This design comes from an exercise in tuning for small area, a short achievable clock period and few clock cycles on the open sky130 flow, not from production work.
In this exercise RTL edits were held to simulation tests only and were not proved equivalent to the original.
The clock input has no modelled driver; a real chip could not lean on it and would need a root buffer or a full tree.
Power is estimated from default activity; no workload was simulated.

==> flow/design.v (excerpt) <==
module ELA(clk, rst, ready, in_data, data_rd, req, wen, addr, data_wr, done);
	input				clk;
	input				rst;
	input				ready;
	input		[7:0]	in_data;
	input		[7:0]	data_rd;
	output 	reg			req;
	output 	reg			wen;
	output 	reg	[12:0]	addr;
	output 	reg	[7:0]	data_wr;
	output 	reg			done;
reg idle, arr, pro, tri_;
reg [1:0] sub;
localparam [1:0] G0 = 2'b00, G1 = 2'b01, G2 = 2'b11, G3 = 2'b10;
wire [4:0] R = addr[12:8];
wire       o = addr[7];
wire [6:0] C = addr[6:0];
wire arr_end  = arr & (C == 7'd126);
wire last_arr = arr_end & (R != 5'd0);                
wire tri_end  = tri_ & (sub == G2) & (C == 7'd1);     
wire fk0      = (C == 7'd127);                        
wire nreq = (idle & ready) | (arr_end & (R == 5'd0)) | (tri_end & (R != 5'd31));
always @(posedge clk or posedge rst) begin
  if (rst) begin
    idle <= 1'b1; arr <= 1'b0; pro <= 1'b0; tri_ <= 1'b0;
    sub <= 2'd0;
    req <= 1'b0; wen <= 1'b0; done <= 1'b0;
  end else begin
    req <= nreq;
    if (idle & ready) begin idle <= 1'b0; arr <= 1'b1; end
    if (last_arr) begin arr <= 1'b0; pro <= 1'b1; end
    if (pro) begin
      sub <= {sub[0], ~sub[1]};
      if (sub == G3) begin pro <= 1'b0; tri_ <= 1'b1; end
    end
    if (tri_) begin
      sub <= {sub[0] & ~sub[1], ~sub[1]};
      if (tri_end) begin
        tri_ <= 1'b0;
        if (R != 5'd31) arr <= 1'b1;
      end
    end
    wen  <= (arr & ~last_arr) | (pro & sub == G1) |
            (tri_ & sub == G0) | tri_end;
  ...
Size: about 410 cells after synthesis.
clock: 13.0 ns
lec_check: 0
cap_margin: 40
core_margin: 2
core_utilization: 70
gpl_routability_driven: 1
place_density: 0.8
slew_margin: 40
standard.sh (not shown) runs the stock make flow with config.mk's settings and CLKGATE_MAP_FILE= SYNTH_SCRIPT=/design/flow/synth_recipe.tcl, a recipe that flattens the netlist after the stock synthesis.
==> flow/flow/run.sh <==
#!/bin/bash
# The standard layout (standard.sh) up to placement, then flow/cts.tcl in
# place of ORFS's CTS step, then standard.sh for the rest. The changes:
#  - port buffers are buf_2 cells (BUFFER_PORTS_ARGS), turned into buf_1 on the
#    inputs by flow/cts.tcl;
#  - flip-flops driving an output port and internal logic, or a fanout of 10
#    or more, get a stronger drive (flow/cts.tcl);
#  - output port buffers sit next to the flip-flops driving them (flow/cts.tcl);
#  - the clock tree is one level: the clock port drives four clkbuf_16 cells,
#    each driving the flip-flops of one quarter of the die
#    (flow/cts.tcl), instead of TritonCTS's two-level H-tree.
# Each tool's output goes to a log file of its own in this folder.
set -euo pipefail
export BUFFER_PORTS_ARGS="-buffer_cell sky130_fd_sc_hd__buf_2"
bash standard.sh place > place.log 2>&1
RES=$PWD/orfs/results/$FLOW_PLATFORM/ELA/base
RES=$RES openroad -no_init -exit flow/cts.tcl > cts.log 2>&1
cp $RES/4_1_cts.odb $RES/4_cts.odb
cp $RES/4_cts.sdc.tmp $RES/4_cts.sdc
bash standard.sh finish > finish.log 2>&1
==> flow/flow/cts.tcl <==
# Runs after ORFS placement and replaces its CTS step:
#  - flip-flops that drive an output port buffer and internal logic, or a
#    fanout of 10 or more, get a stronger drive, and each output port buffer
#    moves next to its flip-flop;
#  - input port buffers become buf_1;
#  - one-level clock tree: the clock sinks are split into four quadrant groups,
#    each driven by a clkbuf_16 at its centroid, all four fed by the clock port;
# then the design is legalized and the CTS results that the rest of the ORFS
# flow reads are written.
set plat $::env(FLOW_HOME)/platforms/$::env(FLOW_PLATFORM)
read_liberty $plat/lib/sky130_fd_sc_hd__tt_025C_1v80.lib
read_db $::env(RES)/3_place.odb
read_sdc $::env(RES)/3_place.sdc
source $plat/setRC.tcl

set db [ord::get_db]
set block [ord::get_db_block]

# Flip-flops that drive an output port's buffer and also internal logic get
# the 4x drive strength of their cell, so the output path stays short.
foreach bt [$block getBTerms] {
  if {[$bt getIoType] ne "OUTPUT"} continue
  set obuf [[lindex [[$bt getNet] getITerms] 0] getInst]
  set q [[$obuf findITerm A] getNet]
  foreach it [$q getITerms] {
    if {![$it isOutputSignal]} continue
    set ff [$it getInst]
    set mname [[$ff getMaster] getName]
    if {[llength [$q getITerms]] > 2 && [regexp {^(sky130_fd_sc_hd__df[a-z]+p)_1$} $mname -> base]} {
      puts "upsize [$ff getName] $mname -> ${base}_4"
      $ff swapMaster [$db findMaster ${base}_4]
    }
  }
}
# Flip-flops whose output has a fanout of 10 or more get the 4x drive.
foreach inst [$block getInsts] {
  set mname [[$inst getMaster] getName]
  if {![regexp {^(sky130_fd_sc_hd__df[a-z]+p)_1$} $mname -> base]} continue
  foreach it [$inst getITerms] {
    if {![$it isOutputSignal]} continue
    set n [$it getNet]
    if {$n eq "NULL"} continue
    if {[llength [$n getITerms]] > 10} {
      puts "upsize [$inst getName] $mname -> ${base}_4 (fanout [expr {[llength [$n getITerms]] - 1}])"
      $inst swapMaster [$db findMaster ${base}_4]
    }
  }
}

# Each output port buffer goes next to the flip-flop that drives it, so the
# weak flip-flop output sees a short wire and the buffer drives the long one.
foreach bt [$block getBTerms] {
  if {[$bt getIoType] ne "OUTPUT"} continue
  set obuf [[lindex [[$bt getNet] getITerms] 0] getInst]
  set q [[$obuf findITerm A] getNet]
  foreach it [$q getITerms] {
    if {![$it isOutputSignal]} continue
    set ff [$it getInst]
    lassign [$ff getLocation] fx fy
    set w [[$ff getMaster] getWidth]
    $obuf setLocation [expr {$fx + $w}] $fy
    puts "move [$obuf getName] next to [$ff getName]"
  }
}

# Input port buffers only drive internal logic: use the 1x buffer for them.
foreach bt [$block getBTerms] {
  if {[$bt getIoType] ne "INPUT"} continue
  set n [$bt getNet]
  if {$n eq "NULL"} continue
  foreach it [$n getITerms] {
    set b [$it getInst]
    if {[[$b getMaster] getName] eq "sky130_fd_sc_hd__buf_2"} {
      puts "input buffer [$b getName] -> buf_1"
      $b swapMaster [$db findMaster sky130_fd_sc_hd__buf_1]
    }
  }
}

set master [$db findMaster sky130_fd_sc_hd__clkbuf_16]
set clk [$block findNet clk]
set sinks {}
foreach it [$clk getITerms] {
  set inst [$it getInst]
  set bb [$inst getBBox]
  lappend sinks [list [expr {([$bb xMin] + [$bb xMax]) / 2}] [expr {([$bb yMin] + [$bb yMax]) / 2}] $it]
}
# groups: split by x into two halves, then each half by y into two
set sinks [lsort -integer -index 0 $sinks]
set n [llength $sinks]
set h [expr {$n / 2}]
set groups {}
foreach half [list [lrange $sinks 0 [expr {$h - 1}]] [lrange $sinks $h end]] {
  set half [lsort -integer -index 1 $half]
  set m [llength $half]
  set q [expr {$m / 2}]
  lappend groups [lrange $half 0 [expr {$q - 1}]] [lrange $half $q end]
}
puts "clock sinks: $n"
set g 0
foreach grp $groups {
  set sx 0; set sy 0
  foreach s $grp { incr sx [lindex $s 0]; incr sy [lindex $s 1] }
  set cx [expr {$sx / [llength $grp]}]
  set cy [expr {$sy / [llength $grp]}]
  set buf [odb::dbInst_create $block $master "clkbuf_leaf_$g"]
  set net [odb::dbNet_create $block "clknet_leaf_$g"]
  $net setSigType CLOCK
  foreach s $grp {
    set it [lindex $s 2]
    $it disconnect
    $it connect $net
  }
  [$buf findITerm A] connect $clk
  [$buf findITerm X] connect $net
  $buf setLocation $cx $cy
  $buf setPlacementStatus PLACED
  puts "buffer $g: [llength $grp] sinks at $cx $cy"
  incr g
}
$clk setSigType CLOCK
set_propagated_clock [all_clocks]
detailed_placement
estimate_parasitics -placement
report_clock_skew
repair_timing -hold -verbose
detailed_placement
check_placement -verbose
report_checks -path_delay max -group_path_count 3 -format end
write_db $::env(RES)/4_1_cts.odb
write_sdc -no_timestamp $::env(RES)/4_cts.sdc.tmp
The baseline completed with no timing, DRC or antenna violations.
Testbench counts at the start, summed over its fixed seeds: cycles 129,008.
Change:
--- a/flow/flow/cts.tcl
+++ b/flow/flow/cts.tcl
@@ -20 +20 @@
-# the 4x drive strength of their cell, so the output path stays short.
+# the 2x drive strength of their cell, so the output path stays short.
@@ -30,2 +30,2 @@
-      puts "upsize [$ff getName] $mname -> ${base}_4"
-      $ff swapMaster [$db findMaster ${base}_4]
+      puts "upsize [$ff getName] $mname -> ${base}_2"
+      $ff swapMaster [$db findMaster ${base}_2]
Maximum frequency goes down by about 0.7%. Power grows by 0.86%. Area after synthesis stays the same. Combinational power is lower by about 0.6%. Routed wire length hardly moves. Worst setup slack got worse by 0.024 ns. Synthesized cell count does not change. Global-route usage goes down by 0.16 points. Flip-flop and latch count does not change. Critical path depth stays the same. Utilization came out lower by 0.55 points.
No run of this note takes its clock network from TritonCTS; it comes from the design's own scripts or RTL.

==> separate check: timing with driven ports <==
The results above use ideal ports. As a check the final layouts listed here were re-extracted and re-timed, cells and wires unchanged. Step 1 assumes that a clkbuf_16 drives the clock port and a buf_2 every other input. Step 2 moves the port delays by t, midway between the first and last clock arrival at a register: inputs arrive t later, outputs are due t later. That takes back most of the time a late clock gives input paths. a / b / c = ideal / step 1 / step 2; a / b = the first two.
run	t (ns)	setup WS [ns]	worst setup path after step 2	latest minus earliest clock arrival (ns)	pins driven straight from the clock port
the first run	0.231	9.704 / 9.625 / 9.785	input to register	0.013 / 0.013	4
the second run	0.231	9.680 / 9.601 / 9.796	input to register	0.014 / 0.014	4
After both steps every run listed still meets setup and hold.
